Source: an optimization exercise on an open RTL-to-GDS flow (aim: small area, a short achievable clock period and few clock cycles per item). Production flows keep margins and buffers that such runs may drop. RTL that was checked went through simulation tests only; none was proved equivalent to the original. For run 8, only the layout was checked, not whether the RTL still works. Power and IR drop assume default switching activity.

$ cat flow/design.v
module conv_single(input [8:0] kernel, input [8:0] window, output act_sign);
wire [8:0] m = kernel ~^ window;
wire sa = m[0] ^ m[1] ^ m[2];
wire ca = (m[0] & m[1]) | (m[0] & m[2]) | (m[1] & m[2]);
wire sb = m[3] ^ m[4] ^ m[5];
wire cb = (m[3] & m[4]) | (m[3] & m[5]) | (m[4] & m[5]);
wire e5 = ca & cb & (sa | sb);
wire e4 = (ca & cb) | ((ca | cb) & sa & sb);
wire e3 = (ca & cb) | ((ca | cb) & (sa | sb));
wire e2 = ca | cb | (sa & sb);
wire l1 = m[6] | m[7] | m[8];
wire l2 = (m[6] & m[7]) | (m[6] & m[8]) | (m[7] & m[8]);
wire l3 = m[6] & m[7] & m[8];
assign act_sign = e5 | (e4 & l1) | (e3 & l2) | (e2 & l3);
endmodule
module pipelined_conv(
	input clk,
	input [15:0] input_row,
	input [8:0] weights_in,
	input m12, m16,		 
	output reg [13:0] conv_out);
reg [15:0] R1, R2;
reg [8:0] K;
wire [13:0] sign_acts;
always @(posedge clk) begin
	R1 <= input_row;
	R2 <= R1;
	K <= weights_in;
end
genvar k;
generate
	for (k = 0; k < 14; k = k + 1) begin : g_conv
		conv_single u(.kernel(K),
			.window({input_row[k+2:k], R1[k+2:k], R2[k+2:k]}),
			.act_sign(sign_acts[k]));
	end
endgenerate
always @(posedge clk)
	conv_out <= {sign_acts[13:10] & {4{m16}}, sign_acts[9:8] & {2{m12}}, sign_acts[7:0]};
endmodule
module controller(input reset_b,
		  input clk,
		  input dut_run,
		  input [15:0] input_mdr,
		  output reg busy_out,
		  output reg output_write_en,
		  output reg [11:0] input_mar,
		  output reg [11:0] output_mar,
		  output reg m12, m16
		 );
localparam [1:0] ROW = 2'd0, DIMA = 2'd1, DIMD = 2'd2, DONE = 2'd3;
reg busy;		 
reg [1:0] st;
reg [3:0] c;		 
reg v;			 
wire idle = !busy;
wire is_row = busy && st == ROW;
wire is_dimd = busy && st == DIMD;
wire zero = !(input_mdr[3] | input_mdr[4]);
wire last = c[3] & c[0] & (!m12 | c[1] & (!m16 | c[2]));
wire done = st[1] & (st[0] | zero);
always @(posedge clk or negedge reset_b)
	if (!reset_b) begin
		busy <= 1'b0;
		busy_out <= 1'b0;
		v <= 1'b0;
		output_write_en <= 1'b0;
	end else begin
		v <= is_row && (c[3] | c[2] | c[1]);
		output_write_en <= v;
		busy_out <= busy ? !done : dut_run;
		if (idle)
			busy <= dut_run;
		else if (st == DONE || (st == DIMD && zero))
			busy <= 1'b0;
	end
always @(posedge clk) begin
	if (idle) st <= zero ? DONE : ROW;
	else case (st)
		ROW: if (last) st <= DIMA;
		DIMA: st <= DIMD;
		DIMD: st <= ROW;
		DONE: st <= ROW;
	endcase
	if (idle) input_mar <= {10'd0, dut_run, 1'b0};
	else input_mar <= input_mar + {10'd0, is_row & last, !(is_row & last)};
	if (idle) output_mar <= 12'd0;
	else if (output_write_en) output_mar <= output_mar + 12'd1;
	c <= (is_row | is_dimd) ? c + 4'd1 : 4'd0;
	if (idle | is_dimd) begin
		m16 <= input_mdr[4];
		m12 <= input_mdr[4] | input_mdr[2];
	end
end
endmodule
module top_without_mem(input dut_run, reset_b, clk,
		       output dut_busy,
		       input[15:0] sram_dut_read_data, wmem_dut_read_data,
		       output[15:0] dut_sram_write_data,
		       output[11:0] dut_sram_write_address, dut_sram_read_address,
		       output[11:0] dut_wmem_read_address, output dut_sram_write_enable
			);
wire m12, m16;
wire [13:0] conv_out;
controller u1(.reset_b(reset_b), .clk(clk), .dut_run(dut_run),
		.input_mdr(sram_dut_read_data), .busy_out(dut_busy),
		.output_write_en(dut_sram_write_enable),
		.input_mar(dut_sram_read_address),
		.output_mar(dut_sram_write_address),
		.m12(m12), .m16(m16));
pipelined_conv u2(.clk(clk), .input_row(sram_dut_read_data),
		.weights_in(wmem_dut_read_data[8:0]),
		.m12(m12), .m16(m16), .conv_out(conv_out));
assign dut_wmem_read_address = 12'd1;
assign dut_sram_write_data = {2'b0, conv_out};
endmodule
$ cat flow/flow/run.sh
#!/bin/bash
# The standard layout, with two changes: ABC maps the logic with an area-oriented script
# (flow/abc.script, through flow/synth.tcl), and the ports get plain buffers, not delay cells.
set -euo pipefail
W=$(pwd)
export BUFFER_PORTS_ARGS="-buffer_cell sky130_fd_sc_hd__buf_1"
export FLOW_ABC_SCRIPT="$W/flow/abc.script"
bash standard.sh SYNTH_SCRIPT="$W/flow/synth.tcl" finish > standard.log 2>&1
$ cat flow/flow/abc.script
&get -n
&st
&dch
&nf -a
&put
topo
stime -c
$ cat flow/flow/synth.tcl
# synth_recipe.tcl (the standard synthesis script), except that ABC maps the logic with
# flow/abc.script instead of ORFS's abc_speed.script. Registers are mapped before ABC runs,
# so they are the standard synthesis's.
proc synth {args} { yosys synth -nofsm -noshare {*}$args }
proc abc {args} {
  set i [lsearch $args -script]
  if {$i >= 0} { set args [lreplace $args [expr {$i+1}] [expr {$i+1}] $::env(FLOW_ABC_SCRIPT)] }
  yosys abc {*}$args
}
source $::env(SCRIPTS_DIR)/synth.tcl
# left out here: clear keep_hierarchy, flatten, clean up, hide names made inside functions, write 1_2_yosys.v
$ cat flow/standard.sh
#!/bin/bash
# synth_recipe.tcl (not shown) runs the flow's synth.tcl, then flattens the netlist and writes it again
# the make line also repeats each setting of config.mk as NAME=value (left out here)
make -C /OpenROAD-flow-scripts/flow DESIGN_CONFIG=/design/flow/config.mk WORK_HOME=/design/flow/orfs CLKGATE_MAP_FILE= SYNTH_SCRIPT=/design/flow/synth_recipe.tcl "${@:-finish}"
$ cat flow/config.mk
export PLATFORM = sky130hd
export DESIGN_NAME = top_without_mem
export DESIGN_NICKNAME = top_without_mem
export VERILOG_FILES = /design/flow/design.v
export SDC_FILE = /design/flow/constraint.sdc
export NUM_CORES = 4
export LEC_CHECK = 0
export CAP_MARGIN = 20
export CORE_MARGIN = 2
export CORE_UTILIZATION = 60
export PLACE_DENSITY = 0.8
export SETUP_SLACK_MARGIN = 4.2
export SLEW_MARGIN = 20
$ cat flow/constraint.sdc
create_clock -name core_clock -period 6.5 [get_ports {clk}]
set_input_delay 1.3000 -clock core_clock [delete_from_list [all_inputs] [get_ports {clk}]]
set_output_delay 1.3000 -clock core_clock [all_outputs]
set_load 0.01 [all_outputs]
==> results.py, run 1 <==
metrics = {
    "worst_hold_path": {
        "hold_start": "u2.R1[15]",
        "hold_end": "u2.R2[15]",
        "hold-path-cell-count": 0,
        "hold_class": "reg -> reg",
    },
    "synth": {
        "syn_area_um2": 5280,
        "synth_commonest_cells": "dfxtp_1, xnor2_1, xor2_1, nand2_1, nor2_1",
        "syn_area_per_cell_um2": 9.68,
        "synth_top_cell_area_share": 0.314,
        "yosys.area.top_type": "dfxtp_1",
        "synth_edf_count": 4,
        "synth_area_leaders": "dfxtp_1, xnor2_1, fa_1",
        "ys_seq_area_frac": 0.356,
        "yosysMostFrequentCell": "dfxtp_1",
        "synth-seq-cells": 91,
        "postSynth.asyncResetShare": 0.0440,
        "syn_inst": 546,
        "synth_warnings": 2,
        "synth_ff_type": "dfxtp_1",
        "synth_cell_types": 36,
    },
    "worst_setup_path": {
        "rr_startpoint": "u1.m16",
        "crit_path_cell_trace": "buf_1",
        "r2r-end": "u1.input_mar[8]",
        "cp_data_required_time_ps": 5200,
        "crit_type": "reg -> out",
        "startpoint_type": "flop",
        "ff2ff_setup_slack_ps": 4310,
        "cp-end-kind": "primary output",
        "critPathMaxStageDelay_ps": 410,
        "cp.arrival_ps": 940,
        "crit_path_max_fanout": 5,
        "r2r_cells": 9,
        "slowest_stage": "dfxtp_1",
        "critPathTopFamily": "flip-flops",
        "worst-path-buf-inv": 1,
    },
    "power_and_ir_drop": {
        "ir_worst_vdd_mv": 0.162,
        "pwr_density_cell_nw_per_um2": 295,
        "leakagePower_uw": 0.00206,
    },
    "timing": {
        "max_freq_ghz": 0.446,
        "finalSetupTns_ps": 0,
        "relSlewSlack": 0.286,
        "report.final.slew_viol_count": 0,
        "clock_skew_ps": 6.90,
        "setup_viol": 0,
        "rsz0062_at_grt": "no",
        "tightest_slew_ps": 1070,
        "min_period_ps": 2240,
        "finalCritPeriodShare": 0.345,
        "hold_violations": 0,
    },
    "drt": {
        "wire_per_inst_um": 15.5,
        "via_count": 4193,
        "drt-initial-drc-count": 194,
        "dr.pass1.iters": 4,
        "finalWirelength_um": 11500,
        "drc": 0,
        "ant_nets": 0,
        "viasPerCell": 5.66,
    },
    "placed_design": {
        "place_area_um2": 5610,
        "portBuffers": 67,
        "routabilityCongestion": 0.801,
        "hpwlAfterDp_um": 8180,
    },
    "die": {
        "chipHeight_um": 97.8,
        "fp.dieW_um": 97.8,
        "core_area_um2": 8640,
        "initial_core_util": 0.612,
        "io_pins": 89,
        "placementRows": 34,
        "die_area_um2": 9570,
    },
    "finish": {
        "final_area_um2": 5880,
        "area_delta_synth_final_pct": 11.2,
        "fill_cells": 693,
        "final_nets": 696,
        "drive_gt1_frac": 0.0774,
        "insertedDiodeCount": 0,
    },
    "grt": {
        "busiest_layer": "met2",
        "grt_pass1_vias": 4048,
        "met1_usage": 0.308,
        "grtUsageMet3": 0.0608,
        "grt_first_pass_wirelength_um": 19200,
        "grt_max_degree": 21,
        "globalRoute.totalOverflow": 0,
        "antenna_found_initial": 0,
        "grt.total_usage": 0.247,
        "met2_usage": 0.417,
    },
    "clock_tree": {
        "numCtsBuffers": 9,
        "cts_root_buf": "clkbuf_8",
        "clock_sinks": 91,
        "clock_path_buffers": 2,
        "htreeDepth": 3,
        "cts_tree": "done",
        "cts.clk_slew.worst_paths_ps": 90,
        "clk_latency_ps": 360,
    },
    "flow_run": {
        "drv_cap": 0,
    },
    "outcome": {
        "status": "finished clean",
    },
}
==> area by class of cell <==
| type | count | area (µm²) | share of cell area |
|---|---|---|---|
| Timing Repair Buffer | 73 | 297 | 0.0504 |
| Sequential cell | 91 | 1910 | 0.324 |
| Tap cell | 108 | 135 | 0.0230 |
| Clock buffer | 9 | 124 | 0.0211 |
| Multi-Input combinational cell | 444 | 3330 | 0.566 |
| Clock inverter | 7 | 52.6 | 0.00894 |
| Inverter | 9 | 36.3 | 0.00617 |
==> worst max-delay path by stage <==
stage                                from                  endpoint  slack (ps)  cells after the start
after floorplan                    u1.m16           u1.input_mar[8]        4310                     10
after global placement             u1.m16           u1.input_mar[8]        4080                     10
after detailed placement           u1.m16           u1.input_mar[8]        3950                     10
after CTS                          u1.m16           u1.input_mar[8]        4200                      9
after global routing               u1.m16           u1.input_mar[8]        4190                      9
final                     u1.input_mar[6]  dut_sram_read_address[6]        4260                      1
==> metal layers <==
| layer | share of wire | up-vias | wire [µm] |
|---|---|---|---|
| met5 | 0 | - | 0 |
| met3 | 0.043 | 31 | 493 |
| met1 | 0.43 | 1997 | 4990 |
| met2 | 0.50 | 104 | 5700 |
| met4 | 0.026 | 0 | 302 |
| li1 | - | 2061 | - |
==> flip-flops by register name (all words and copies together), names as in the netlist, 2 cells and up <==
register       cells
u1.c               4
u1.input_mar      12
u1.output_mar     12
u1.st              2
u2.K               9
u2.R1             16
u2.R2             16
u2.conv_out       14
==> power breakdown <==
| group | leakage [µW] | total (µW) | internal, µW | switching, µW |
|---|---|---|---|---|
| logic | 0.00119 | 621 | 258 | 363 |
| clock network | 0.0000953 | 357 | 142 | 214 |
| registers | 0.000783 | 756 | 668 | 88.2 |
| total | 0.00206 | 1730 | 1070 | 665 |
==> cells in the final DEF (no fill, tap or decap), types with 7 or more instances in the layout <==
| cell | instances |
|---|---|
| a31oi_1 | 7 |
| clkbuf_8 | 9 |
| dfxtp_2 | 17 |
| buf_1 | 67 |
| a21oi_1 | 12 |
| conb_1 | 14 |
| o21ai_0 | 34 |
| nand2_1 | 49 |
| nor2_1 | 42 |
| fa_1 | 28 |
| o2111ai_1 | 8 |
| nand3_1 | 16 |
| xnor2_1 | 81 |
| nand4_1 | 8 |
| nor3_1 | 7 |
| o211ai_1 | 22 |
| clkinv_1 | 7 |
| dfxtp_1 | 66 |
| xor2_1 | 56 |
==> cells by family (layout without fill, tap and decap cells) <==
family / Yosys count / in the layout / synth area share
AND/OR/NAND/NOR: 142 / 142 / 0.120
XOR/XNOR: 137 / 137 / 0.227
AO/OA/AOI/OAI: 112 / 112 / 0.138
flip-flops: 91 / 91 / 0.356
adder cells (fa/ha/maj): 39 / 39 / 0.131
buffers and inverters: 23 / 98 / 0.0263
other: 2 / 14 / 0.00142
==> what timing repair did <==
| item | CTS | global route |
|---|---|---|
| setup endpoints to repair | 11 | 30 |
| hold buffers | 0 | 0 |
| setup buffers | 4 | 2 |
| resized for setup | 10 | 19 |
| pin swaps | 1 | 6 |
==> metrics by stage <==
stage                util  setup slack [ps]  cells  hold slack (ps)  power (µW)
finish              0.681              4260    741              371        1730
global route        0.681              4190    741              378        1850
CTS                 0.675              4200    739              373        1720
detailed placement  0.650              3950    719              341        1350
global placement    0.650              4080    719              344        1320
floorplan               -              4310    558              331        1190
Testbench counts, summed over its fixed seeds: cycles 42,580, items 33,100.
==> run 2, diff against run 1 <==
--- a/flow/flow/run.sh
+++ b/flow/flow/run.sh
@@ -4,5 +4,5 @@
 set -euo pipefail
 W=$(pwd)
-export BUFFER_PORTS_ARGS="-buffer_cell sky130_fd_sc_hd__buf_1"
+export BUFFER_PORTS_ARGS="-buffer_cell sky130_fd_sc_hd__buf_2"
 export FLOW_ABC_SCRIPT="$W/flow/abc.script"
 bash standard.sh SYNTH_SCRIPT="$W/flow/synth.tcl" finish > standard.log 2>&1
--- a/flow/config.mk
+++ b/flow/config.mk
@@ -9,5 +9,4 @@
 export CORE_MARGIN = 2
 export CORE_UTILIZATION = 60
-export PLACE_DENSITY = 0.8
 export SETUP_SLACK_MARGIN = 4.2
 export SLEW_MARGIN = 20
==> results.py, run 2 <==
metrics = {
    "drt": {
        "dr.pass1.iters": 5,
        "finalWirelength_um": 10800,
        "wire_per_inst_um": 14.6,
        "drc": 0,
        "via_count": 4155,
        "viasPerCell": 5.59,
        "drt-initial-drc-count": 108,
        "ant_nets": 0,
    },
    "worst_setup_path": {
        "ff2ff_setup_slack_ps": 4340,
        "slowest_stage": "dfxtp_1",
        "r2r-end": "u1.input_mar[8]",
        "cp_data_required_time_ps": 5200,
        "r2r_cells": 10,
        "crit_path_cell_trace": "buf_2",
        "cp-end-kind": "primary output",
        "crit_type": "reg -> out",
        "critPathMaxStageDelay_ps": 420,
        "critPathTopFamily": "flip-flops",
        "worst-path-buf-inv": 1,
        "rr_startpoint": "u1.m16",
        "startpoint_type": "flop",
        "crit_path_max_fanout": 5,
        "cp.arrival_ps": 930,
    },
    "grt": {
        "grt_first_pass_wirelength_um": 18800,
        "grt_pass1_vias": 4155,
        "grt.total_usage": 0.237,
        "globalRoute.totalOverflow": 0,
        "grt_max_degree": 21,
        "antenna_found_initial": 0,
    },
    "die": {
        "fp.dieW_um": 97.8,
        "chipHeight_um": 97.8,
        "placementRows": 34,
        "core_area_um2": 8640,
        "die_area_um2": 9570,
        "io_pins": 89,
        "initial_core_util": 0.612,
    },
    "worst_hold_path": {
        "hold_class": "reg -> reg",
        "hold_start": "u1.v",
        "hold_end": "u1.output_write_en",
        "hold-path-cell-count": 0,
    },
    "synth": {
        "synth_top_cell_area_share": 0.314,
        "ys_seq_area_frac": 0.356,
        "synth-seq-cells": 91,
        "syn_inst": 546,
        "syn_area_per_cell_um2": 9.68,
        "syn_area_um2": 5280,
        "synth_cell_types": 36,
        "synth_warnings": 2,
        "synth_area_leaders": "dfxtp_1, xnor2_1, fa_1",
        "yosysMostFrequentCell": "dfxtp_1",
        "postSynth.asyncResetShare": 0.0440,
        "synth_edf_count": 4,
        "yosys.area.top_type": "dfxtp_1",
        "synth_ff_type": "dfxtp_1",
        "synth_commonest_cells": "dfxtp_1, xnor2_1, xor2_1, nand2_1, nor2_1",
    },
    "timing": {
        "setup_viol": 0,
        "finalCritPeriodShare": 0.343,
        "rsz0062_at_grt": "yes",
        "holdWs_ps": 364,
        "report.final.slew_viol_count": 0,
        "finalSetupTns_ps": 0,
        "clock_skew_ps": 7.27,
        "max_freq_ghz": 0.448,
        "min_period_ps": 2230,
        "hold_violations": 0,
        "relSlewSlack": 0.292,
        "fin_ws_ps": 4270,
        "tightest_slew_ps": 1060,
    },
    "outcome": {
        "status": "finished clean",
    },
    "finish": {
        "final_nets": 698,
        "layout_common_cells": "xnor2_1, dfxtp_1, buf_2",
        "layout_commonest_cell": "xnor2_1",
        "insertedDiodeCount": 0,
        "drive_gt1_frac": 0.181,
        "reg_top3": "u2.R1: 16 flops, u2.R2: 16 flops, u2.conv_out: 14 flops",
        "postLayoutCoreUtil": 0.696,
        "area_delta_synth_final_pct": 13.7,
    },
    "clock_tree": {
        "cts.clk_slew.worst_paths_ps": 100,
        "numCtsBuffers": 9,
        "clock_path_buffers": 2,
        "clock_sinks": 91,
        "cts_root_buf": "clkbuf_8",
        "htreeDepth": 3,
        "clk_latency_ps": 350,
        "cts_tree": "done",
        "ctsHoldBuffers": 0,
    },
    "power_and_ir_drop": {
        "pwr_density_cell_nw_per_um2": 296,
        "leakagePower_uw": 0.00230,
        "ir_worst_vdd_mv": 0.171,
    },
    "flow_run": {
        "drv_cap": 0,
    },
    "placed_design": {
        "routabilityCongestion": 0.790,
        "hpwlAfterDp_um": 7890,
        "portBuffers": 67,
        "post-place-ws_ps": 4010,
    },
}
==> run 2: cell counts after synthesis <==
No cell type changed its count.
==> run 2: kinds of logic after synthesis <==
family          share of synthesized area
xor+xnor                            0.227
buf+inv                            0.0263
simple gates                        0.120
fa+ha+maj                           0.131
compound gates                      0.138
other cells                       0.00142
flops                               0.356
==> run 2: worst max-delay path by stage <==
stage / startpoint / end / slack, ps / cells past startpoint
finish: u1.output_mar[0] / dut_sram_write_address[0] / 4270 / 1
global route: u1.m16 / u1.input_mar[10] / 4170 / 11
CTS: u1.m16 / u1.input_mar[8] / 4160 / 10
detailed placement: u1.busy / u1.input_mar[8] / 4010 / 9
global placement: u1.m16 / u1.input_mar[8] / 4040 / 10
floorplan: u1.m16 / u1.input_mar[8] / 4310 / 10
==> run 2: report_power, final <==
group / switching (µW) / total [µW] / internal [µW]
clock network: 220 / 390 / 169
logic: 359 / 638 / 279
registers: 86.5 / 753 / 667
total: 665 / 1780 / 1120
==> run 2: what timing repair did <==
item,in CTS,in global routing
endpoints found under the setup margin,13,23
gates resized for setup,8,20
buffers inserted,3,5
pin swaps,0,9
==> run 2: per-stage QoR <==
step	total power (µW)	cell area, µm²	cells
after global placement	1340	5690	719
after detailed placement	1360	5690	719
after CTS	1770	5930	738
after floorplan	1190	5330	558
final	1780	6010	743
after global routing	1910	6010	743
==> run 2: per-layer routing <==
layer	vias up	GRT usage	wire length [µm]
met5	-	0	0
met4	0	0.0524	41
met3	5	0.0408	461
met2	95	0.407	5300
met1	1993	0.314	5040
li1	2062	-	-
==> run 2: cell type report <==
cell class	count	area, µm²
multi-input cells	444	3340
inverters	9	36.3
repair buffers	75	395
well taps	108	135
flip-flops and latches	91	1900
clock inverters	6	51.3
clock buffers	10	149
fillers	688	2630
==> run 3, diff against run 2 <==
--- a/flow/design.v
+++ b/flow/design.v
@@ -54,9 +54,11 @@
 reg [3:0] c;		 
 reg v;			 
+reg last;		 
 wire idle = !busy;
 wire is_row = busy && st == ROW;
 wire is_dimd = busy && st == DIMD;
 wire zero = !(input_mdr[3] | input_mdr[4]);
-wire last = c[3] & c[0] & (!m12 | c[1] & (!m16 | c[2]));
+wire next_last = c[3] & !c[0] & (!m12 | c[1] & (!m16 | c[2]));
+wire skip = is_row & last;
 wire done = st[1] & (st[0] | zero);
 always @(posedge clk or negedge reset_b)
@@ -84,8 +86,12 @@
 	endcase
 	if (idle) input_mar <= {10'd0, dut_run, 1'b0};
-	else input_mar <= input_mar + {10'd0, is_row & last, !(is_row & last)};
+	else begin
+		input_mar[0] <= input_mar[0] ^ !skip;
+		input_mar[11:1] <= input_mar[11:1] + (input_mar[0] | skip);
+	end
 	if (idle) output_mar <= 12'd0;
 	else if (output_write_en) output_mar <= output_mar + 12'd1;
 	c <= (is_row | is_dimd) ? c + 4'd1 : 4'd0;
+	last <= is_row & next_last;
 	if (idle | is_dimd) begin
 		m16 <= input_mdr[4];
--- a/flow/flow/run.sh
+++ b/flow/flow/run.sh
@@ -4,5 +4,5 @@
 set -euo pipefail
 W=$(pwd)
-export BUFFER_PORTS_ARGS="-buffer_cell sky130_fd_sc_hd__buf_2"
+export BUFFER_PORTS_ARGS="-buffer_cell sky130_fd_sc_hd__buf_1"
 export FLOW_ABC_SCRIPT="$W/flow/abc.script"
 bash standard.sh SYNTH_SCRIPT="$W/flow/synth.tcl" finish > standard.log 2>&1
--- a/flow/config.mk
+++ b/flow/config.mk
@@ -9,4 +9,5 @@
 export CORE_MARGIN = 2
 export CORE_UTILIZATION = 60
+export PLACE_DENSITY = 0.8
 export SETUP_SLACK_MARGIN = 4.2
 export SLEW_MARGIN = 20
==> results.py, run 3 <==
metrics = {
    "worst_hold_path": {
        "hold_class": "reg -> reg",
        "hold_start": "u2.R1[15]",
        "hold_end": "u2.R2[15]",
        "hold-path-cell-count": 0,
    },
    "worst_setup_path": {
        "critPathMaxStageDelay_ps": 430,
        "worst-path-buf-inv": 1,
        "cp.arrival_ps": 950,
        "cp-end-kind": "primary output",
        "r2r-end": "u1.input_mar[7]",
        "crit_path_cell_trace": "buf_1",
        "ff2ff_setup_slack_ps": 4390,
        "slowest_stage": "dfxtp_1",
        "rr_startpoint": "u1.st[0]",
        "r2r_cells": 11,
        "startpoint_type": "flop",
        "critPathTopFamily": "flip-flops",
        "crit_path_max_fanout": 5,
        "crit_type": "reg -> out",
        "cp_data_required_time_ps": 5200,
    },
    "synth": {
        "synth_cell_types": 33,
        "synth_edf_count": 4,
        "ys_seq_area_frac": 0.363,
        "postSynth.asyncResetShare": 0.0435,
        "syn_inst": 564,
        "yosys.area.top_type": "dfxtp_1",
        "yosysMostFrequentCell": "dfxtp_1",
        "synth_top_cell_area_share": 0.321,
        "synth_commonest_cells": "dfxtp_1, xnor2_1, nor2_1, nand2_1, xor2_1",
        "synth_ff_type": "dfxtp_1",
        "syn_area_per_cell_um2": 9.29,
        "synth-seq-cells": 92,
        "synth_warnings": 2,
        "synth_area_leaders": "dfxtp_1, xnor2_1, fa_1",
        "syn_area_um2": 5240,
    },
    "grt": {
        "grt_first_pass_wirelength_um": 18400,
        "antenna_found_initial": 0,
        "grt_pass1_vias": 4193,
        "grt_max_degree": 25,
        "globalRoute.totalOverflow": 0,
        "grt.total_usage": 0.234,
    },
    "finish": {
        "multiInputGateArea_um2": 3270,
        "register_area_um2": 1920,
        "fill_cells": 693,
        "reg_top3": "u2.R1: 16 flops, u2.R2: 16 flops, u2.conv_out: 14 flops",
        "final_nets": 710,
        "area_delta_synth_final_pct": 10.8,
        "insertedDiodeCount": 0,
        "stdcell_count": 754,
        "final_area_um2": 5810,
        "drive_gt1_frac": 0.0480,
        "layout_common_cells": "xnor2_1, nor2_1, dfxtp_1",
        "layout_commonest_cell": "xnor2_1",
    },
    "placed_design": {
        "place_area_um2": 5570,
        "hpwlAfterDp_um": 7780,
        "post-place-ws_ps": 4090,
        "portBuffers": 67,
        "routabilityCongestion": 0.819,
        "dp.cells": 737,
    },
    "clock_tree": {
        "cts_tree": "done",
        "htreeDepth": 3,
        "cts_root_buf": "clkbuf_8",
        "clk_latency_ps": 350,
        "clock_path_buffers": 2,
        "numCtsBuffers": 9,
        "cts.clk_slew.worst_paths_ps": 100,
        "clock_sinks": 92,
    },
    "drt": {
        "viasPerCell": 5.47,
        "dr.pass1.iters": 4,
        "drc": 0,
        "drt-initial-drc-count": 116,
        "ant_nets": 0,
        "finalWirelength_um": 10700,
        "wire_per_inst_um": 14.2,
        "via_count": 4128,
    },
    "die": {
        "die_area_um2": 9500,
        "core_area_um2": 8590,
        "io_pins": 89,
        "fp.dieW_um": 97.5,
        "placementRows": 34,
        "chipHeight_um": 97.5,
        "initial_core_util": 0.610,
    },
    "timing": {
        "min_period_ps": 2250,
        "hold_violations": 0,
        "max_freq_ghz": 0.444,
        "rsz0062_at_grt": "no",
        "setup_viol": 0,
        "report.final.slew_viol_count": 0,
        "tightest_slew_ps": 1020,
        "holdWs_ps": 368,
        "finalSetupTns_ps": 0,
        "finalCritPeriodShare": 0.346,
        "fin_ws_ps": 4250,
        "relSlewSlack": 0.317,
        "clock_skew_ps": 12.1,
    },
    "power_and_ir_drop": {
        "p_seq_frac": 0.447,
        "pwr_density_cell_nw_per_um2": 293,
        "swShare": 0.360,
        "ir_worst_vdd_mv": 0.186,
        "clkPwrFrac": 0.220,
        "leakagePower_uw": 0.00217,
        "pwr-share-comb": 0.333,
        "p_int_uw": 1090,
        "p_sw_uw": 612,
    },
    "flow_run": {
        "drv_cap": 0,
    },
    "outcome": {
        "status": "finished clean",
    },
}
-- run 3: kinds of logic (layout without fill, tap and decap cells) --
kind of cell | Yosys count | count (layout) | share of synthesized area
xor gates and xnor gates | 141 | 141 | 0.236
adders and majority gates | 33 | 33 | 0.119
AOI/OAI and AO/OA | 95 | 95 | 0.116
buffers and inverters | 21 | 91 | 0.0251
other | 2 | 14 | 0.00143
and+or+nand+nor | 180 | 180 | 0.141
DFF | 92 | 92 | 0.363
-- run 3: repair_timing --
item / in CTS / in global routing
hold buffers: 0 / 0
endpoints found under the setup margin: 10 / 24
hold endpoints to repair: 0 / 0
resized for setup: 7 / 8
setup buffers: 0 / 2
-- run 3: through the flow --
step	total power (µW)	util
after floorplan	1170	-
final	1700	0.676
after CTS	1700	0.672
after detailed placement	1320	0.648
after global placement	1290	0.648
after global routing	1830	0.676
-- run 3: power groups by stage --
stage	clock network, µW	logic (µW)	registers (µW)
floorplan	0	394	779
global placement	0	520	767
detailed placement	0	550	772
CTS	385	558	760
global route	404	649	772
finish	374	566	761
-- run 3: how the worst max path moves through the flow --
stage,startpoint,endpoint,slack [ps],cells past startpoint
floorplan,u2.K[3],u2.conv_out[12],4410,6
global placement,u2.K[3],u2.conv_out[12],4130,6
detailed placement,u2.K[3],u2.conv_out[13],4090,6
CTS,u1.input_mar[9],dut_sram_read_address[9],4200,1
global route,u1.output_mar[5],dut_sram_write_address[5],4200,1
finish,u1.output_mar[5],dut_sram_write_address[5],4250,1
-- run 3: routing by layer --
layer  vias to the layer above  track usage  part of all wire
met3                        12       0.0324             0.061
met4                         0       0.0780             0.015
met1                      1961        0.291              0.43
li1                       2035            -                 -
met5                         -            0                 0
met2                       120        0.420              0.50
-- run 3: cell type report --
class,count,area share
clock buffer,12,0.0304
sequential,92,0.330
timing repair buffer,69,0.0459
multi-input combinational,463,0.562
inverter,7,0.00453
clock inverter,3,0.00323
tap,108,0.0233
-- run 3: worst reg2reg max path, cell delays in order (launching register included) --
cell and delay (ps):
edfxtp_1 440, nand2b_4 210, nor2_1 140, nand2_1 90, ha_1 190, clkinv_1 50, ha_1 170, ha_1 200
and3_1 220, nand3_1 100, xor2_1 150, nor2_1 50
Testbench counts of run 3, summed over its fixed seeds: cycles 42,580, items 33,100.
==> run 4, diff against run 3 <==
--- a/flow/config.mk
+++ b/flow/config.mk
@@ -10,4 +10,4 @@
 export CORE_UTILIZATION = 60
 export PLACE_DENSITY = 0.8
-export SETUP_SLACK_MARGIN = 4.2
+export SETUP_SLACK_MARGIN = 4.3
 export SLEW_MARGIN = 20
==> results.py, run 4 <==
metrics = {
    "finish": {
        "reg_top3": "u2.R1: 16 flops, u2.R2: 16 flops, u2.conv_out: 14 flops",
        "register_area_um2": 1970,
        "multiInputGateArea_um2": 3280,
        "drive_gt1_frac": 0.111,
        "layout_common_cells": "xnor2_1, nor2_1, nand2_1",
        "insertedDiodeCount": 0,
        "final_nets": 711,
        "area_delta_synth_final_pct": 12.7,
        "stdcell_count": 755,
        "fill_cells": 678,
        "layout_commonest_cell": "xnor2_1",
    },
    "worst_setup_path": {
        "crit_path_cell_trace": "buf_1",
        "worst-path-buf-inv": 1,
        "critPathMaxStageDelay_ps": 420,
        "slowest_stage": "dfrtp_2",
        "cp-end-kind": "primary output",
        "cp_data_required_time_ps": 5200,
        "startpoint_type": "flop",
        "crit_type": "reg -> out",
        "critPathTopFamily": "flip-flops",
        "cp.arrival_ps": 890,
        "crit_path_max_fanout": 2,
    },
    "drt": {
        "via_count": 4146,
        "drt-initial-drc-count": 111,
        "viasPerCell": 5.49,
        "finalWirelength_um": 10700,
        "drc": 0,
        "ant_nets": 0,
        "dr.pass1.iters": 4,
        "wire_per_inst_um": 14.2,
    },
    "grt": {
        "antenna_found_initial": 0,
        "grt_first_pass_wirelength_um": 18600,
        "globalRoute.totalOverflow": 0,
        "grt_pass1_vias": 4207,
        "grt.total_usage": 0.237,
        "grt_max_degree": 25,
    },
    "synth": {
        "synth_ff_type": "dfxtp_1",
        "syn_area_um2": 5240,
        "yosys.area.top_type": "dfxtp_1",
        "synth_area_leaders": "dfxtp_1, xnor2_1, fa_1",
        "synth_top_cell_area_share": 0.321,
        "synth_edf_count": 4,
        "yosysMostFrequentCell": "dfxtp_1",
        "ys_seq_area_frac": 0.363,
        "postSynth.asyncResetShare": 0.0435,
        "syn_area_per_cell_um2": 9.29,
        "synth_cell_types": 33,
        "synth_warnings": 2,
        "syn_inst": 564,
        "synth-seq-cells": 92,
        "synth_commonest_cells": "dfxtp_1, xnor2_1, nor2_1, nand2_1, xor2_1",
    },
    "clock_tree": {
        "ctsHoldBuffers": 0,
        "clk_latency_ps": 360,
        "htreeDepth": 3,
        "cts_root_buf": "clkbuf_8",
        "numCtsBuffers": 9,
        "clock_sinks": 92,
        "cts.clk_slew.worst_paths_ps": 90,
        "clock_path_buffers": 2,
        "cts_tree": "done",
    },
    "die": {
        "fp.dieW_um": 97.5,
        "core_area_um2": 8590,
        "placementRows": 34,
        "chipHeight_um": 97.5,
        "die_area_um2": 9500,
        "initial_core_util": 0.610,
        "io_pins": 89,
    },
    "power_and_ir_drop": {
        "leakagePower_uw": 0.00226,
        "pwr-share-comb": 0.334,
        "p_int_uw": 1090,
        "pwr_density_cell_nw_per_um2": 289,
        "p_seq_frac": 0.445,
        "ir_worst_vdd_mv": 0.190,
        "clkPwrFrac": 0.220,
        "p_sw_uw": 616,
        "swShare": 0.361,
    },
    "placed_design": {
        "portBuffers": 67,
        "routabilityCongestion": 0.819,
        "dp.cells": 737,
        "post-place-ws_ps": 4090,
        "hpwlAfterDp_um": 7780,
    },
    "timing": {
        "fin_ws_ps": 4310,
        "finalSetupTns_ps": 0,
        "setup_viol": 0,
        "relSlewSlack": 0.322,
        "max_freq_ghz": 0.456,
        "hold_violations": 0,
        "report.final.slew_viol_count": 0,
        "rsz0062_at_grt": "yes",
        "clock_skew_ps": 11.0,
        "min_period_ps": 2190,
        "finalCritPeriodShare": 0.337,
        "tightest_slew_ps": 1020,
    },
    "flow_run": {
        "drv_cap": 0,
    },
    "worst_hold_path": {
        "hold_class": "reg -> reg",
    },
    "outcome": {
        "status": "finished clean",
    },
}
run 4: cell count changes in the layout (fill, tap and decap cells not counted), sizes merged:
| cell | before | now |
|---|---|---|
| clkbuf | 12 | 18 |
| buf | 69 | 64 |
run 4: layout make-up:
| cell class | instances | area share |
|---|---|---|
| multi-input cells | 463 | 0.555 |
| flip-flops and latches | 92 | 0.334 |
| repair buffers | 70 | 0.0508 |
| clock buffers | 12 | 0.0299 |
| well taps | 108 | 0.0229 |
| inverters | 7 | 0.00445 |
| clock inverters | 3 | 0.00318 |
run 4: logic make-up (layout without fill, tap and decap cells):
| group | Yosys count | in the layout | synth area share |
|---|---|---|---|
| AO/OA/AOI/OAI | 95 | 95 | 0.116 |
| flip-flops | 92 | 92 | 0.363 |
| adder cells (fa/ha/maj) | 33 | 33 | 0.119 |
| AND/OR/NAND/NOR | 180 | 180 | 0.141 |
| other | 2 | 14 | 0.00143 |
| XOR/XNOR | 141 | 141 | 0.236 |
| buffers and inverters | 21 | 92 | 0.0251 |
run 4: final timing paths:
check | startpoint | endpoint | slack (ps) | cells after the start
worst max-delay path | u1.output_write_en | dut_sram_write_enable | 4310 | 1
worst min-delay path | u2.R1[15] | u2.R2[15] | 370 | 0
worst max register to register | u1.st[0] | u1.input_mar[11] | 4430 | 11
worst min register to register | u2.R1[15] | u2.R2[15] | 370 | 0
max in group asynchronous | reset_b | u1.output_write_en | 5550 | 1
min in group asynchronous | reset_b | u1.v | 760 | 1
run 4: per-stage QoR:
step	area (µm²)	util	hold WS, ps	total power, µW
floorplan	5290	-	331	1170
global placement	5570	0.648	336	1290
detailed placement	5570	0.648	355	1320
CTS	5840	0.679	368	1710
global route	5910	0.688	385	1830
finish	5910	0.688	368	1710
run 4: timing repair:
action / 4_1_cts / 5_1_grt
endpoints found under the setup margin: 39 / 27
hold endpoints to repair: 0 / 0
gates resized for setup: 45 / 25
buffers inserted: 1 / 2
pin swaps: 0 / 1
cloned: 0 / 0
run 4: routing by layer:
layer / vias up / global-route usage / part of all wire
met5: - / 0 / 0
met1: 1971 / 0.298 / 0.43
li1: 2046 / - / -
met2: 117 / 0.421 / 0.51
met3: 12 / 0.0324 / 0.052
met4: 0 / 0.0769 / 0.015
run 4: power by group through the flow:
stage | sequential, µW | clock [µW] | combinational (µW)
3_3_place_gp | 767 | 0 | 520
5_1_grt | 772 | 407 | 654
4_1_cts | 758 | 385 | 565
3_5_place_dp | 772 | 0 | 550
6_report | 759 | 376 | 570
2_1_floorplan | 779 | 0 | 394
==> run 5, diff against run 4 <==
--- a/flow/config.mk
+++ b/flow/config.mk
@@ -10,4 +10,4 @@
 export CORE_UTILIZATION = 60
 export PLACE_DENSITY = 0.8
-export SETUP_SLACK_MARGIN = 4.3
+export SETUP_SLACK_MARGIN = 4.35
 export SLEW_MARGIN = 20
==> results.py, run 5 <==
metrics = {
    "drt": {
        "dr.pass1.iters": 4,
        "via_count": 4283,
        "wire_per_inst_um": 14.5,
        "viasPerCell": 5.51,
        "finalWirelength_um": 11200,
        "ant_nets": 0,
        "drc": 0,
        "drt-initial-drc-count": 111,
    },
    "grt": {
        "grt_max_degree": 25,
        "grt_first_pass_wirelength_um": 19100,
        "grtUsageMet3": 0.0324,
        "globalRoute.totalOverflow": 0,
        "busiest_layer": "met2",
        "antenna_found_initial": 0,
        "grt.total_usage": 0.244,
        "met2_usage": 0.441,
        "met1_usage": 0.301,
        "grt_pass1_vias": 4361,
    },
    "power_and_ir_drop": {
        "swShare": 0.359,
        "ir_worst_vdd_mv": 0.195,
        "pwr-share-comb": 0.355,
        "total_power_uw": 1760,
        "p_seq_frac": 0.429,
        "p_sw_uw": 631,
        "leakagePower_uw": 0.00243,
        "p_int_uw": 1120,
        "clkPwrFrac": 0.216,
        "pwr_density_cell_nw_per_um2": 286,
    },
    "finish": {
        "final_nets": 733,
        "insertedDiodeCount": 0,
        "fill_cells": 641,
        "postLayoutCoreUtil": 0.714,
        "layout_commonest_cell": "xnor2_1",
        "area_delta_synth_final_pct": 17.0,
        "layout_common_cells": "xnor2_1, nor2_1, nand2_1",
        "reg_top3": "u2.R1: 16 flops, u2.R2: 16 flops, u2.conv_out: 14 flops",
        "drive_gt1_frac": 0.161,
    },
    "synth": {
        "syn_area_um2": 5240,
        "synth_ff_type": "dfxtp_1",
        "synth_area_leaders": "dfxtp_1, xnor2_1, fa_1",
        "yosys.area.top_type": "dfxtp_1",
        "syn_inst": 564,
        "synth_edf_count": 4,
        "postSynth.asyncResetShare": 0.0435,
        "syn_area_per_cell_um2": 9.29,
        "ys_seq_area_frac": 0.363,
        "yosysMostFrequentCell": "dfxtp_1",
        "synth_commonest_cells": "dfxtp_1, xnor2_1, nor2_1, nand2_1, xor2_1",
        "synth_cell_types": 33,
        "synth-seq-cells": 92,
        "synth_top_cell_area_share": 0.321,
        "synth_warnings": 2,
    },
    "timing": {
        "min_period_ps": 2190,
        "max_freq_ghz": 0.456,
        "finalSetupTns_ps": 0,
        "tightest_slew_ps": 1020,
        "hold_violations": 0,
        "finalCritPeriodShare": 0.337,
        "clock_skew_ps": 8.70,
        "relSlewSlack": 0.319,
        "rsz0062_at_grt": "yes",
        "setup_viol": 0,
        "report.final.slew_viol_count": 0,
    },
    "worst_hold_path": {
        "hold_class": "reg -> reg",
        "hold-path-cell-count": 0,
    },
    "worst_setup_path": {
        "r2r_cells": 11,
        "cp.arrival_ps": 890,
        "worst-path-buf-inv": 1,
        "cp_num_cells": 1,
        "cp-end-kind": "primary output",
        "ff2ff_setup_slack_ps": 4490,
        "cp_data_required_time_ps": 5200,
        "critPathMaxStageDelay_ps": 420,
        "startpoint_type": "flop",
        "critPathTopFamily": "flip-flops",
        "crit_path_cell_trace": "buf_1",
        "slowest_stage": "dfrtp_2",
        "crit_path_max_fanout": 2,
        "crit_type": "reg -> out",
    },
    "clock_tree": {
        "clock_sinks": 92,
        "cts.clk_slew.worst_paths_ps": 90,
        "numCtsBuffers": 9,
        "ctsHoldBuffers": 0,
        "cts_root_buf": "clkbuf_8",
        "clk_latency_ps": 360,
        "cts_tree": "done",
        "htreeDepth": 3,
        "clock_path_buffers": 2,
    },
    "flow_run": {
        "drv_cap": 0,
    },
    "die": {
        "die_area_um2": 9500,
        "chipHeight_um": 97.5,
        "fp.dieW_um": 97.5,
        "placementRows": 34,
        "core_area_um2": 8590,
        "initial_core_util": 0.610,
        "io_pins": 89,
    },
    "placed_design": {
        "routabilityCongestion": 0.819,
        "hpwlAfterDp_um": 7780,
        "portBuffers": 67,
    },
    "outcome": {
        "status": "finished clean",
    },
}
## run 5: cell counts after synthesis
No cell type changed its count.
## run 5: path summary, 6_finish.rpt
path                                          from               endpoint
worst max-delay path            u1.output_write_en  dut_sram_write_enable
worst min-delay path                     u2.R1[15]              u2.R2[15]
worst max register to register            u1.st[0]        u1.input_mar[7]
worst min register to register           u2.R1[15]              u2.R2[15]
max in group asynchronous                  reset_b     u1.output_write_en
min in group asynchronous                  reset_b            u1.busy_out
## run 5: per-stage QoR
step	cell area (µm²)	cells	setup slack [ps]	hold slack (ps)
after detailed placement	5570	737	4090	355
after floorplan	5290	576	4410	331
after global placement	5570	737	4130	336
final	6130	777	4310	368
after CTS	6030	771	4300	368
after global routing	6130	777	4280	384
## run 5: logic make-up after synthesis
group,share of synthesized area
xor+xnor,0.236
compound gates,0.116
buf+inv,0.0251
simple gates,0.141
fa+ha+maj,0.119
other cells,0.00143
flops,0.363
## run 5: area by class of cell
| cell class | count | area, µm² | share of cell area |
|---|---|---|---|
| Clock buffer | 12 | 176 | 0.0288 |
| Clock inverter | 3 | 18.8 | 0.00306 |
| Inverter | 7 | 26.3 | 0.00428 |
| Multi-Input combinational cell | 463 | 3280 | 0.535 |
| Sequential cell | 92 | 1970 | 0.322 |
| Tap cell | 108 | 135 | 0.0220 |
| Timing Repair Buffer | 92 | 523 | 0.0853 |
## run 5: power by group through the flow
stage          Sequential [µW]  Clock, µW  Combinational, µW
2_1_floorplan              779          0                394
3_3_place_gp               767          0                520
3_5_place_dp               772          0                550
4_1_cts                    751        385                591
5_1_grt                    764        410                705
6_report                   754        379                623
## run 5: routing by layer
layer  share of wire  wire length (µm)
met1            0.41              4640
met4           0.011               129
met5               0                 0
met2            0.52              5860
met3           0.053               599
## run 5: timing repair
action / in CTS / in global routing
gates cloned: 0 / 0
gates resized for setup: 71 / 19
buffers inserted: 19 / 6
endpoints found under the setup margin: 48 / 27
pin swaps: 1 / 1
## run 5: worst register-to-register path: stages, from the launching register on
cell and delay, ps:
edfxtp_1 430, nand2b_4 180, nor2_2 100, nand2_1 80, ha_1 190, clkinv_1 50
ha_1 170, ha_2 220, and3_4 200, nand3_1 90, xor2_1 140, nor2_1 50
==> run 6, diff against run 5 <==
--- a/flow/config.mk
+++ b/flow/config.mk
@@ -8,6 +8,6 @@
 export CAP_MARGIN = 20
 export CORE_MARGIN = 2
-export CORE_UTILIZATION = 60
+export CORE_UTILIZATION = 55
 export PLACE_DENSITY = 0.8
-export SETUP_SLACK_MARGIN = 4.35
+export SETUP_SLACK_MARGIN = 4.25
 export SLEW_MARGIN = 20
==> results.py, run 6 <==
metrics = {
    "worst_setup_path": {
        "slowest_stage": "dfxtp_1",
        "crit_path_max_fanout": 3,
        "cp-end-kind": "primary output",
        "cp.arrival_ps": 930,
        "critPathTopFamily": "flip-flops",
        "critPathMaxStageDelay_ps": 400,
        "worst-path-buf-inv": 1,
        "crit_path_cell_trace": "buf_1",
        "startpoint_type": "flop",
        "crit_end": "dut_sram_write_address[10]",
        "r2r_cells": 6,
        "ff2ff_setup_slack_ps": 4390,
        "cp_num_cells": 1,
        "crit_type": "reg -> out",
        "cp_data_required_time_ps": 5200,
        "rr_startpoint": "u2.K[0]",
        "crit_start": "u1.output_mar[10]",
        "r2r-end": "u2.conv_out[13]",
    },
    "finish": {
        "reg_top3": "u2.R1: 16 flops, u2.R2: 16 flops, u2.conv_out: 14 flops",
        "insertedDiodeCount": 0,
        "drive_gt1_frac": 0.0977,
        "layout_commonest_cell": "xnor2_1",
        "fill_cells": 766,
        "final_nets": 709,
        "layout_common_cells": "xnor2_1, nor2_1, nand2_1",
        "final_area_um2": 5920,
        "stdcell_count": 774,
        "area_delta_synth_final_pct": 12.9,
    },
    "synth": {
        "synth_cell_types": 33,
        "synth_commonest_cells": "dfxtp_1, xnor2_1, nor2_1, nand2_1, xor2_1",
        "yosysMostFrequentCell": "dfxtp_1",
        "synth_warnings": 2,
        "syn_area_um2": 5240,
        "syn_area_per_cell_um2": 9.29,
        "synth_top_cell_area_share": 0.321,
        "synth_edf_count": 4,
        "synth-seq-cells": 92,
        "ys_seq_area_frac": 0.363,
        "synth_ff_type": "dfxtp_1",
        "yosys.area.top_type": "dfxtp_1",
        "postSynth.asyncResetShare": 0.0435,
        "synth_area_leaders": "dfxtp_1, xnor2_1, fa_1",
        "syn_inst": 564,
    },
    "placed_design": {
        "place_area_um2": 5590,
        "hpwlAfterDp_um": 7950,
        "portBuffers": 67,
        "dp.cells": 758,
        "routabilityCongestion": 0.851,
    },
    "timing": {
        "max_freq_ghz": 0.449,
        "relSlewSlack": 0.314,
        "finalCritPeriodShare": 0.342,
        "hold_violations": 0,
        "clock_skew_ps": 10.9,
        "finalSetupTns_ps": 0,
        "report.final.slew_viol_count": 0,
        "tightest_slew_ps": 1030,
        "rsz0062_at_grt": "yes",
        "min_period_ps": 2230,
        "setup_viol": 0,
        "holdWs_ps": 360,
    },
    "grt": {
        "grt_first_pass_wirelength_um": 18800,
        "grt_max_degree": 25,
        "grt_pass1_vias": 4234,
        "globalRoute.totalOverflow": 0,
        "grt.total_usage": 0.231,
        "antenna_found_initial": 0,
    },
    "power_and_ir_drop": {
        "p_seq_frac": 0.430,
        "ir_worst_vdd_mv": 0.211,
        "swShare": 0.358,
        "pwr-share-comb": 0.327,
        "total_power_uw": 1770,
        "p_int_uw": 1140,
        "leakagePower_uw": 0.00225,
        "p_sw_uw": 634,
        "clkPwrFrac": 0.243,
        "pwr_density_cell_nw_per_um2": 299,
    },
    "clock_tree": {
        "clk_latency_ps": 370,
        "clock_sinks": 92,
        "clock_path_buffers": 2,
        "cts.clk_slew.worst_paths_ps": 90,
        "cts_tree": "done",
        "numCtsBuffers": 9,
        "htreeDepth": 3,
        "cts_root_buf": "clkbuf_8",
    },
    "drt": {
        "finalWirelength_um": 11200,
        "drt-initial-drc-count": 120,
        "ant_nets": 0,
        "drc": 0,
        "viasPerCell": 5.41,
        "via_count": 4186,
        "dr.pass1.iters": 5,
        "wire_per_inst_um": 14.5,
    },
    "die": {
        "initial_core_util": 0.567,
        "placementRows": 35,
        "core_area_um2": 9240,
        "chipHeight_um": 102,
        "fp.dieW_um": 102,
        "die_area_um2": 10300,
        "io_pins": 89,
    },
    "worst_hold_path": {
        "hold_start": "u1.v",
        "hold_class": "reg -> reg",
        "hold-path-cell-count": 0,
    },
    "flow_run": {
        "drv_cap": 0,
    },
    "outcome": {
        "status": "finished clean",
    },
}
## run 6: cell counts after synthesis
No cell type changed its count.
## run 6: cell families after synthesis
| logic type | synth area share |
|---|---|
| flip-flops | 0.363 |
| XOR/XNOR | 0.236 |
| AND/OR/NAND/NOR | 0.141 |
| AO/OA/AOI/OAI | 0.116 |
| adder cells (fa/ha/maj) | 0.119 |
| other | 0.00143 |
| buffers and inverters | 0.0251 |
## run 6: timing repair
action | CTS | global route
endpoints found under the setup margin | 35 | 28
setup buffers | 1 | 0
pin swaps | 0 | 0
hold buffers | 0 | 0
resized for setup | 25 | 32
## run 6: worst min-delay path by stage
stage                          to  slack, ps
2_1_floorplan  u1.output_write_en        330
3_3_place_gp   u1.output_write_en        330
3_5_place_dp   u1.output_write_en        340
4_1_cts        u1.output_write_en        360
5_1_grt                  u2.R2[0]        370
6_report       u1.output_write_en        360
## run 6: final cells by class
cell class              instances  area, µm²  area share
clock inverters                 5       83.8      0.0142
repair buffers                 68        289      0.0488
multi-input cells             463       3270       0.552
inverters                       7       26.3     0.00444
flip-flops and latches         92       1950       0.330
well taps                     129        161      0.0273
clock buffers                  10        138      0.0233
## run 6: power groups by stage
stage	registers, µW	logic (µW)	clock network [µW]
after floorplan	779	394	0
after detailed placement	771	553	0
final	762	578	431
after global routing	774	660	469
after CTS	759	565	439
after global placement	767	522	0
## run 6: layer usage
layer / wire length [µm] / track usage
met1: 4890 / 0.269
met2: 5550 / 0.412
met3: 540 / 0.0545
met4: 265 / 0.0852
met5: 0 / 0
## run 6: stage by stage
step | util | setup WS (ps)
final | 0.640 | 4270
after global routing | 0.640 | 4240
after CTS | 0.634 | 4260
after detailed placement | 0.605 | 4020
after global placement | 0.605 | 4130
after floorplan | - | 4410
==> run 7, diff against run 6 <==
--- a/flow/config.mk
+++ b/flow/config.mk
@@ -8,5 +8,5 @@
 export CAP_MARGIN = 20
 export CORE_MARGIN = 2
-export CORE_UTILIZATION = 55
+export CORE_UTILIZATION = 60
 export PLACE_DENSITY = 0.8
 export SETUP_SLACK_MARGIN = 4.25
==> results.py, run 7 <==
metrics = {
    "outcome": {
        "status": "finished clean",
    },
    "synth": {
        "syn_area_um2": 5240,
        "yosys.area.top_type": "dfxtp_1",
        "synth_warnings": 2,
        "synth_top_cell_area_share": 0.321,
        "synth_commonest_cells": "dfxtp_1, xnor2_1, nor2_1, nand2_1, xor2_1",
        "synth_cell_types": 33,
        "syn_area_per_cell_um2": 9.29,
        "synth_edf_count": 4,
        "yosysMostFrequentCell": "dfxtp_1",
        "ys_seq_area_frac": 0.363,
        "syn_inst": 564,
        "synth-seq-cells": 92,
        "synth_ff_type": "dfxtp_1",
        "synth_area_leaders": "dfxtp_1, xnor2_1, fa_1",
        "postSynth.asyncResetShare": 0.0435,
    },
    "power_and_ir_drop": {
        "clkPwrFrac": 0.221,
        "swShare": 0.361,
        "pwr_density_cell_nw_per_um2": 293,
        "pwr-share-comb": 0.332,
        "p_int_uw": 1090,
        "p_sw_uw": 615,
        "p_seq_frac": 0.447,
        "leakagePower_uw": 0.00217,
        "ir_worst_vdd_mv": 0.187,
    },
    "timing": {
        "max_freq_ghz": 0.452,
        "hold_violations": 0,
        "report.final.slew_viol_count": 0,
        "finalSetupTns_ps": 0,
        "setup_viol": 0,
        "rsz0062_at_grt": "no",
        "min_period_ps": 2210,
        "relSlewSlack": 0.299,
        "tightest_slew_ps": 1050,
        "finalCritPeriodShare": 0.340,
        "clock_skew_ps": 12.0,
    },
    "finish": {
        "layout_commonest_cell": "xnor2_1",
        "insertedDiodeCount": 0,
        "final_nets": 709,
        "drive_gt1_frac": 0.0682,
        "area_delta_synth_final_pct": 11.1,
        "stdcell_count": 753,
        "fill_cells": 691,
        "reg_top3": "u2.R1: 16 flops, u2.R2: 16 flops, u2.conv_out: 14 flops",
        "layout_common_cells": "xnor2_1, nor2_1, nand2_1",
    },
    "drt": {
        "ant_nets": 0,
        "drc": 0,
        "wire_per_inst_um": 14.2,
        "finalWirelength_um": 10700,
        "viasPerCell": 5.48,
        "drt-initial-drc-count": 118,
        "dr.pass1.iters": 4,
        "via_count": 4126,
    },
    "grt": {
        "grt.total_usage": 0.237,
        "grt_pass1_vias": 4207,
        "antenna_found_initial": 0,
        "globalRoute.totalOverflow": 0,
        "grt_max_degree": 25,
        "grt_first_pass_wirelength_um": 18600,
    },
    "clock_tree": {
        "cts_tree": "done",
        "ctsHoldBuffers": 0,
        "clock_path_buffers": 2,
        "cts.clk_slew.worst_paths_ps": 90,
        "clk_latency_ps": 360,
        "clock_sinks": 92,
        "cts_root_buf": "clkbuf_8",
        "htreeDepth": 3,
        "numCtsBuffers": 9,
    },
    "die": {
        "die_area_um2": 9500,
        "core_area_um2": 8590,
        "fp.dieW_um": 97.5,
        "chipHeight_um": 97.5,
        "initial_core_util": 0.610,
        "placementRows": 34,
        "io_pins": 89,
    },
    "worst_setup_path": {
        "crit_type": "reg -> out",
        "slowest_stage": "dfxtp_1",
        "crit_path_cell_trace": "buf_1",
        "startpoint_type": "flop",
        "cp_data_required_time_ps": 5200,
        "critPathMaxStageDelay_ps": 390,
        "worst-path-buf-inv": 1,
        "cp-end-kind": "primary output",
        "critPathTopFamily": "flip-flops",
        "cp.arrival_ps": 910,
        "crit_path_max_fanout": 5,
    },
    "placed_design": {
        "dp.cells": 737,
        "portBuffers": 67,
        "routabilityCongestion": 0.819,
        "hpwlAfterDp_um": 7780,
    },
    "flow_run": {
        "drv_cap": 0,
    },
    "worst_hold_path": {
        "hold_class": "reg -> reg",
    },
}
## run 7: cell counts after synthesis
No cell type changed its count.
## run 7: layout make-up
cell class | instances | area, µm² | area share
Inverter | 7 | 26.3 | 0.00451
Timing Repair Buffer | 68 | 260 | 0.0447
Multi-Input combinational cell | 463 | 3270 | 0.562
Tap cell | 108 | 135 | 0.0232
Sequential cell | 92 | 1930 | 0.332
Clock buffer | 12 | 176 | 0.0303
Clock inverter | 3 | 18.8 | 0.00322
## run 7: final timing paths
kind	from	to	slack (ps)	cells after the start
max in group asynchronous	reset_b	u1.output_write_en	5550	1
min reg2reg	u2.R1[15]	u2.R2[15]	370	0
max reg2reg	u1.st[0]	u1.input_mar[10]	4390	10
max	u1.output_mar[1]	dut_sram_write_address[1]	4290	1
min in group asynchronous	reset_b	u1.busy_out	760	1
min	u2.R1[15]	u2.R2[15]	370	0
## run 7: cell families after synthesis
kind of cell / synth area share
AND/OR/NAND/NOR: 0.141
XOR/XNOR: 0.236
AO/OA/AOI/OAI: 0.116
flip-flops: 0.363
adder cells (fa/ha/maj): 0.119
buffers and inverters: 0.0251
other: 0.00143
## run 7: layer usage
layer | global-route usage | share of wire | vias to the layer above
li1 | - | - | 2037
met3 | 0.0324 | 0.049 | 14
met5 | 0 | 0 | -
met1 | 0.298 | 0.43 | 1969
met4 | 0.0769 | 0.017 | 0
met2 | 0.421 | 0.50 | 106
## run 7: metrics by stage
| step | hold WS [ps] | cell area [µm²] | power, µW | utilization | worst slack, ps |
|---|---|---|---|---|---|
| 6_report | 368 | 5820 | 1700 | 0.677 | 4290 |
| 5_1_grt | 385 | 5820 | 1830 | 0.677 | 4250 |
| 4_1_cts | 368 | 5800 | 1710 | 0.675 | 4250 |
| 3_5_place_dp | 355 | 5570 | 1320 | 0.648 | 4090 |
| 3_3_place_gp | 336 | 5570 | 1290 | 0.648 | 4130 |
| 2_1_floorplan | 331 | 5290 | 1170 | - | 4410 |
## run 7: repair_timing
action / CTS / global route
endpoints found under the hold margin: 0 / 0
setup endpoints to repair: 30 / 12
gates resized for setup: 20 / 10
setup buffers: 1 / 0
## run 7: power groups by stage
stage               sequential, µW  combinational (µW)  clock (µW)
global placement               767                 520           0
global route                   773                 649         407
floorplan                      779                 394           0
CTS                            758                 564         385
finish                         761                 566         377
detailed placement             772                 550           0
==> run 8, diff against run 7 <==
--- a/flow/design.v
+++ b/flow/design.v
@@ -53,5 +53,4 @@
 reg [1:0] st;
 reg [3:0] c;		 
-reg v;			 
 reg last;		 
 wire idle = !busy;
@@ -61,4 +60,5 @@
 wire next_last = c[3] & !c[0] & (!m12 | c[1] & (!m16 | c[2]));
 wire skip = is_row & last;
+wire v = busy & (st == ROW ? c[3] | c[2] | (c[1] & c[0]) : st == DIMA);
 wire done = st[1] & (st[0] | zero);
 always @(posedge clk or negedge reset_b)
@@ -66,8 +66,6 @@
 		busy <= 1'b0;
 		busy_out <= 1'b0;
-		v <= 1'b0;
 		output_write_en <= 1'b0;
 	end else begin
-		v <= is_row && (c[3] | c[2] | c[1]);
 		output_write_en <= v;
 		busy_out <= busy ? !done : dut_run;
==> results.py, run 8 <==
metrics = {
    "timing": {
        "finalSetupTns_ps": 0,
        "report.final.slew_viol_count": 0,
        "finalCritPeriodShare": 0.342,
        "tightest_slew_ps": 1020,
        "max_freq_ghz": 0.450,
        "setup_viol": 0,
        "fin_ws_ps": 4280,
        "relSlewSlack": 0.321,
        "clock_skew_ps": 9.14,
        "hold_violations": 0,
        "min_period_ps": 2220,
        "rsz0062_at_grt": "yes",
    },
    "clock_tree": {
        "clock_sinks": 91,
        "cts_tree": "done",
        "cts_root_buf": "clkbuf_8",
        "clock_path_buffers": 2,
        "numCtsBuffers": 9,
        "cts.clk_slew.worst_paths_ps": 80,
        "clk_latency_ps": 360,
        "htreeDepth": 3,
    },
    "finish": {
        "drive_gt1_frac": 0.0731,
        "stdcell_count": 748,
        "area_delta_synth_final_pct": 12.5,
        "postLayoutCoreUtil": 0.705,
        "reg_top3": "u2.R1: 16 flops, u2.R2: 16 flops, u2.conv_out: 14 flops",
        "fill_cells": 662,
        "layout_common_cells": "xnor2_1, nor2_1, nand2_1, buf_1",
        "final_nets": 706,
        "insertedDiodeCount": 0,
        "layout_commonest_cell": "xnor2_1",
    },
    "die": {
        "core_area_um2": 8300,
        "io_pins": 89,
        "placementRows": 33,
        "initial_core_util": 0.627,
        "chipHeight_um": 97.1,
        "fp.dieW_um": 97.1,
        "die_area_um2": 9430,
    },
    "drt": {
        "viasPerCell": 5.59,
        "via_count": 4184,
        "finalWirelength_um": 11200,
        "wire_per_inst_um": 15.0,
        "drc": 0,
        "drt-initial-drc-count": 168,
        "ant_nets": 0,
        "dr.pass1.iters": 4,
    },
    "worst_setup_path": {
        "crit_path_cell_trace": "buf_1",
        "crit_path_max_fanout": 2,
        "critPathMaxStageDelay_ps": 390,
        "crit_type": "reg -> out",
        "startpoint_type": "flop",
        "critPathTopFamily": "flip-flops",
        "cp_data_required_time_ps": 5200,
        "worst-path-buf-inv": 1,
        "cp.arrival_ps": 920,
        "slowest_stage": "dfxtp_1",
        "cp-end-kind": "primary output",
    },
    "grt": {
        "globalRoute.totalOverflow": 0,
        "grt_max_degree": 21,
        "grt_first_pass_wirelength_um": 19100,
        "antenna_found_initial": 0,
        "busiest_layer": "met2",
        "grtUsageMet3": 0.0568,
        "met2_usage": 0.438,
        "grt.total_usage": 0.247,
        "met1_usage": 0.296,
        "grt_pass1_vias": 4310,
    },
    "synth": {
        "synthAdderAreaFrac": 0.120,
        "synthMuxAreaShare": 0,
        "synth_area_leaders": "dfxtp_1, xnor2_1, fa_1",
        "synth_warnings": 2,
        "synth-seq-cells": 91,
        "synth_top_family_by_area": "XOR/XNOR gates",
        "yosys.area.top_type": "dfxtp_1",
        "syn_area_um2": 5200,
        "syn_inst": 560,
        "syn_area_per_cell_um2": 9.29,
        "synth_commonest_cells": "dfxtp_1, xnor2_1, nor2_1, nand2_1, xor2_1",
        "synth_ff_type": "dfxtp_1",
        "ys_seq_area_frac": 0.361,
        "synth-xor-area-share": 0.231,
        "postSynth.asyncResetShare": 0.0330,
        "synth_top_cell_area_share": 0.323,
        "synth_edf_count": 4,
        "synth_cell_types": 33,
        "synthSimpleGateAreaFrac": 0.147,
        "synth-compound-area-share": 0.116,
        "yosysMostFrequentCell": "dfxtp_1",
    },
    "placed_design": {
        "dp.cells": 730,
        "portBuffers": 67,
        "hpwlAfterDp_um": 8130,
        "post-place-ws_ps": 3990,
        "routabilityCongestion": 0.853,
    },
    "worst_hold_path": {
        "hold_class": "reg -> reg",
    },
    "outcome": {
        "status": "finished clean",
    },
    "power_and_ir_drop": {
        "leakagePower_uw": 0.00218,
        "ir_worst_vdd_mv": 0.193,
        "pwr_density_cell_nw_per_um2": 309,
    },
    "flow_run": {
        "drv_cap": 0,
    },
}
==> run 8: cell types whose count changed in the layout (fill, tap and decap cells not counted), moves of 3 or more <==
cell,previous run,this run
nor2_1,76,69
a21oi_1,16,21
nand2_1,68,64
nor3_1,3,7
bufinv_16,0,3
xnor2_1,78,75
==> run 8: cell type report <==
type / instances / area (µm²) / area share
Multi-Input combinational cell: 461 / 3270 / 0.559
Clock buffer: 12 / 145 / 0.0248
Clock inverter: 4 / 98.8 / 0.0169
Timing Repair Buffer: 69 / 270 / 0.0462
Tap cell: 105 / 131 / 0.0224
Sequential cell: 91 / 1910 / 0.327
Inverter: 6 / 22.5 / 0.00385
==> run 8: logic make-up (layout without fill, tap and decap cells) <==
group	Yosys count	count (layout)
AOI/OAI and AO/OA	98	98
xor gates and xnor gates	137	137
adders and majority gates	33	33
buffers and inverters	20	91
DFF	91	91
other	2	14
and+or+nand+nor	179	179
==> run 8: worst paths after layout <==
path                                 start                        to  slack (ps)  cells past startpoint
setup reg to reg                   u2.K[3]            u2.conv_out[9]        4380                      6
hold / removal                   u2.R1[15]                 u2.R2[15]         370                      0
setup / recovery           u1.input_mar[1]  dut_sram_read_address[1]        4280                      1
min in group asynchronous          reset_b               u1.busy_out         740                      1
max in group asynchronous          reset_b        u1.output_write_en        5580                      1
hold reg to reg                  u2.R1[15]                 u2.R2[15]         370                      0
==> run 8: through the flow <==
step | hold WS (ps) | cell area [µm²] | power (µW)
final | 374 | 5850 | 1810
after global routing | 382 | 5850 | 1930
after CTS | 374 | 5810 | 1810
after detailed placement | 366 | 5530 | 1330
after global placement | 356 | 5530 | 1290
after floorplan | 349 | 5250 | 1170
==> run 8: metal layers <==
metal,part of all wire,vias up
met4,0.020,0
li1,-,2036
met1,0.41,1996
met3,0.067,22
met2,0.50,130
met5,0,-
==> run 8: power by group <==
part	internal (µW)	leakage [µW]	switching, µW
Combinational	243	0.00128	346
Sequential	666	0.000780	91.1
Clock	267	0.000121	196
==> run 8: repair_timing <==
action                                  in CTS  in global routing
endpoints found under the hold margin        0                  0
gates resized for setup                     21                 15
hold buffers                                 0                  0
gates cloned                                 0                  0
setup buffers                                2                  0
pin swaps                                    0                  1
endpoints found under the setup margin      28                 13

[static timing again, ports no longer ideal]
No port has a modelled driver above. Below, the same layouts with a new extraction and two added sets of constraints.
Step 1 assumes that a clkbuf_16 drives the clock port and a buf_2 every other input.
Step 2 moves the port delays by t, midway between the first and last clock arrival at a register: inputs arrive t later, outputs are due t later. That takes back most of the time a late clock gives input paths.
Slacks: ideal / step 1 / step 2; pairs: ideal / step 1.
| run | t (ns) | setup WS [ns] | hold slack, ns | slew at the worst register clock pin (ns) |
|---|---|---|---|---|
| run 1 | 0.393 | 4.259 / 4.225 / 4.075 | 0.371 / 0.371 / 0.371 | 0.09 / 0.09 |
| run 2 | 0.381 | 4.268 / 4.239 / 4.145 | 0.364 / 0.364 / 0.364 | 0.10 / 0.10 |
| run 3 | 0.382 | 4.249 / 4.214 / 4.085 | 0.368 / 0.368 / 0.368 | 0.10 / 0.10 |
| run 4 | 0.385 | 4.309 / 4.274 / 4.075 | 0.368 / 0.368 / 0.368 | 0.09 / 0.09 |
| run 5 | 0.387 | 4.307 / 4.271 / 4.083 | 0.368 / 0.368 / 0.368 | 0.09 / 0.09 |
| run 6 | 0.395 | 4.274 / 4.241 / 4.040 | 0.360 / 0.360 / 0.360 | 0.09 / 0.09 |
| run 7 | 0.387 | 4.288 / 4.253 / 4.084 | 0.368 / 0.368 / 0.368 | 0.09 / 0.09 |
| run 8 | 0.385 | 4.279 / 4.245 / 4.075 | 0.374 / 0.374 / 0.374 | 0.09 / 0.09 |
After both steps every run listed still meets setup and hold.
